This design comes from an exercise in tuning for small area, a short achievable clock period and few clock cycles on the open sky130 flow, not from production work.
Power is estimated from default activity; no workload was simulated.

build 23:
==> flow/design.v <==
module circle_draw(xc,yc,rad,x,y,color,color_disp,CLK50,clearn,plot,wr,ready);
	input [7:0] xc;
	input [6:0] yc;
	input [5:0] rad;
	input CLK50,clearn,plot;
	input [2:0] color;
	output [7:0] x;
	output [6:0] y;
	output [2:0] color_disp;
	output wr;
	output ready;
	function [8:0] add8;
		input [7:0] p, q;
		input ci;
		integer i;
		reg c;
		begin
			c = ci;
			for (i = 0; i < 8; i = i + 1) begin
				add8[i] = p[i] ^ q[i] ^ c;
				c = (p[i] & q[i]) | (c & (p[i] ^ q[i]));
			end
			add8[8] = c;
		end
	endfunction
	localparam IDLE = 2'b00, CLR = 2'b01, SET = 2'b10, DRW = 2'b11;
	reg [1:0] m;
	reg rdy;
	reg [7:0] xo;
	reg [6:0] yo;
	reg [2:0] col;
	reg [5:0] a, b;
	reg [7:0] e;
	reg [2:0] ph;
	reg n1, n2, c3, c4;
	wire [5:0] r = (rad == 6'd0 || &rad[5:2]) ? 6'd59 : rad;
	wire a0 = (a == 6'd0);
	wire dec = ~e[7] | (&e[6:1]);
	wire [8:0] bma = add8({2'b0, b}, {2'b11, ~a}, 1'b1);
	wire done = ~bma[8];
	wire [5:0] xs = ph[2] ? b : a;
	wire [5:0] ys = ph[2] ? a : b;
	wire xneg = ph[1];
	wire yneg = ph[0];
	wire [8:0] gxs = {xc, 1'b1} + {{2{xneg}}, xs ^ {6{xneg}}, xneg};
	wire [7:0] gys = {yc, 1'b1} + {yneg, ys ^ {6{yneg}}, yneg};
	wire [7:0] gx = gxs[8:1];
	wire [6:0] gy = gys[7:1];
	wire [7:0] mask = {c4 & ~a0, c4, c3 & ~a0, c3, {2{~n2 & ~a0}}, {2{~n1}}};
	reg [2:0] nxt;
	reg more;
	integer k;
	always @(*) begin
		nxt = 3'd0;
		more = 1'b0;
		for (k = 7; k >= 0; k = k - 1)
			if (k > ph && mask[k]) begin
				nxt = k;
				more = 1'b1;
			end
	end
	wire set1 = (ph == 3'd1) & (gx == 8'd159);
	wire set2 = ((ph == 3'd3) | ((ph == 3'd1) & a0)) & (gx == 8'd0);
	wire xv = ~(xc[7] & (xc[6] | xc[5]));
	wire [7:0] q = {~xc[7:5] + 3'd5, ~xc[4:0]};    
	wire [8:0] qmb = add8(q, {2'b11, ~b}, 1'b1);
	wire [8:0] xmb = add8(xc, {2'b11, ~b}, 1'b1);
	wire v3 = ~xv | qmb[8];
	wire v4 = ~xv | xmb[8];
	wire [8:0] ai = add8({2'b0, a}, 8'd0, 1'b1);
	wire [8:0] bd = add8({2'b0, b}, 8'hff, 1'b0);
	wire [7:0] t1 = {1'b0, ai[5:0], 1'b1};
	wire [7:0] t2 = dec ? {1'b1, ~bd[5:0], 1'b1} : 8'd0;
	wire [7:0] cs_s = e ^ t1 ^ t2;
	wire [7:0] cs_c = (e & t1) | (e & t2) | (t1 & t2);
	wire [7:0] en = cs_s + {cs_c[6:0], dec};
	wire lfb = ~(yo[6] ^ yo[5]);
	wire clr_end = ({yo, xo} == 15'h4000);
	always @(posedge CLK50 or negedge clearn)
	begin
		if (!clearn) begin
			m <= CLR;
			rdy <= 1'b0;
			xo <= 8'd0;
			yo <= 7'd0;
			col <= 3'd0;
		end else begin
			case (m)
			CLR: begin
				if (clr_end) begin
					m <= IDLE;
					rdy <= 1'b1;
				end
			end
			IDLE: begin
				if (plot) begin
					m <= SET;
					rdy <= 1'b0;
				end
			end
			SET: begin
				m <= DRW;
				end
			default: if (done) begin
				m <= IDLE;
				rdy <= 1'b1;
			end
			endcase
			if (m == CLR) begin
				xo <= {xo[6:0], lfb};
				yo <= {yo[5:0], xo[7]};
				col <= 3'd0;
			end else begin
				xo <= gx;
				yo <= gy;
				col <= color;
			end
		end
	end
	always @(posedge CLK50)
	begin
		c3 <= v3;
		c4 <= v4;
		if (m == IDLE) begin
			a <= 6'd0;
			b <= r;
			e <= {2'b11, ~r};
			ph <= 3'd0;
			n1 <= 1'b0;
			n2 <= 1'b0;
		end else begin
			if (set1) n1 <= 1'b1;
			if (set2) n2 <= 1'b1;
			if (more)
				ph <= nxt;
			else begin
				ph <= n1 ? 3'd2 : 3'd0;
				a <= ai[5:0];
				if (dec) b <= bd[5:0];
				e <= en;
			end
		end
	end
	assign x = xo;
	assign y = yo;
	assign color_disp = col;
	assign wr = m[0];
	assign ready = rdy;
endmodule
==> flow/config.mk <==
export PLATFORM = sky130hd
export DESIGN_NAME = circle_draw
export DESIGN_NICKNAME = circle_draw
export VERILOG_FILES = /design/flow/design.v
export SDC_FILE = /design/flow/constraint.sdc
export NUM_CORES = 4
export LEC_CHECK = 0
export CAP_MARGIN = 20
export CORE_MARGIN = 2
export CORE_UTILIZATION = 40
export PLACE_DENSITY = 0.6
export SETUP_SLACK_MARGIN = 4.0
export SLEW_MARGIN = 20
==> flow/constraint.sdc <==
create_clock -name core_clock -period 7.0 [get_ports {CLK50}]
set_input_delay 1.4000 -clock core_clock [delete_from_list [all_inputs] [get_ports {CLK50}]]
set_output_delay 1.4000 -clock core_clock [all_outputs]
set_load 0.01 [all_outputs]
standard.sh (not shown) runs the stock make flow with config.mk's settings and CLKGATE_MAP_FILE= SYNTH_SCRIPT=/design/flow/synth_recipe.tcl, a recipe that flattens the netlist after the stock synthesis.
==> flow/flow/run.sh <==
#!/bin/bash
# Standard synthesis, then the standard layout with plain buf_1 cells as the
# port buffers (the default pick is a slow delay buffer). Tool output goes
# to the logs below; each ORFS step also keeps its own log in orfs/logs.
set -euo pipefail
bash standard.sh synth > flow_synth.log 2>&1
bash standard.sh BUFFER_PORTS_ARGS="-buffer_cell sky130_fd_sc_hd__buf_1" finish > flow_layout.log 2>&1
Every stage of the flow completed for build 23, and the final layout passed the timing, DRC and antenna checks.
> inputs changed (build 23 -> trial 89)
# build 23
export LEC_CHECK = 0
export CAP_MARGIN = 20
export CORE_MARGIN = 2
export CORE_UTILIZATION = 40
export PLACE_DENSITY = 0.6
export SETUP_SLACK_MARGIN = 4.0
export SLEW_MARGIN = 20
create_clock -name core_clock -period 7.0 [get_ports {CLK50}]
# trial 89
export LEC_CHECK = 0
export CAP_MARGIN = 20
export CORE_MARGIN = 2
export CORE_UTILIZATION = 40
export PLACE_DENSITY = 0.6
export SETUP_SLACK_MARGIN = 4.3
export SLEW_MARGIN = 20
create_clock -name core_clock -period 7.0 [get_ports {CLK50}]
Findings:
Summary of the comparison: sequential share of layout area is lower in trial 89, relative to build 23.
Note that the leakage dissipation recorded for build 23 amounts to 0.887 times the value seen in trial 89.
Combinational power: trial 89 vs build 23 up 19%
First element of the critical path = b[1]$_DFFE_PP_: trial 89; first element of the critical path = e[6]$_SDFFE_PP1P_: build 23
Trial 89: all stages complete, timing, DRC and antenna checks passed
Going from build 23 to trial 89, number of ordinary and repair buffers in the finished layout saw an increase, data arrival time of the critical path saw a decrease, post-layout instance count excluding filler cells saw an increase.
No functional check of the RTL was part of any run of this note.

-- port drivers added, routing unchanged --
The flow's constraints put no driver on any port. The routed layouts listed below were extracted and timed again, unchanged, in two steps. Step 1 (the two cells are an assumption about what drives the block):
set clk [get_ports {CLK50}]
set_driving_cell -lib_cell sky130_fd_sc_hd__clkbuf_16 $clk
set_driving_cell -lib_cell sky130_fd_sc_hd__buf_2 [delete_from_list [all_inputs] $clk]
Step 2 times the ports against the registers' clock, not the clock port: input delays grow and output delays shrink by t, the midpoint of the rising clock arrivals with the driver on. a / b / c = ideal / step 1 / step 2; a / b = the first two.
run	t, ns	setup WS [ns]	worst setup path after step 2	worst slew at a driven data input, ns
build 23	0.326	3.909 / 3.909 / 3.774	input to register	0.04
trial 89	0.329	4.116 / 4.116 / 3.974	input to register	0.05
After both steps setup and hold are still met in every run listed. The setup slack of trial 89, which loses most, moves by 0.000 ns with the drivers and by -0.142 ns with both steps.
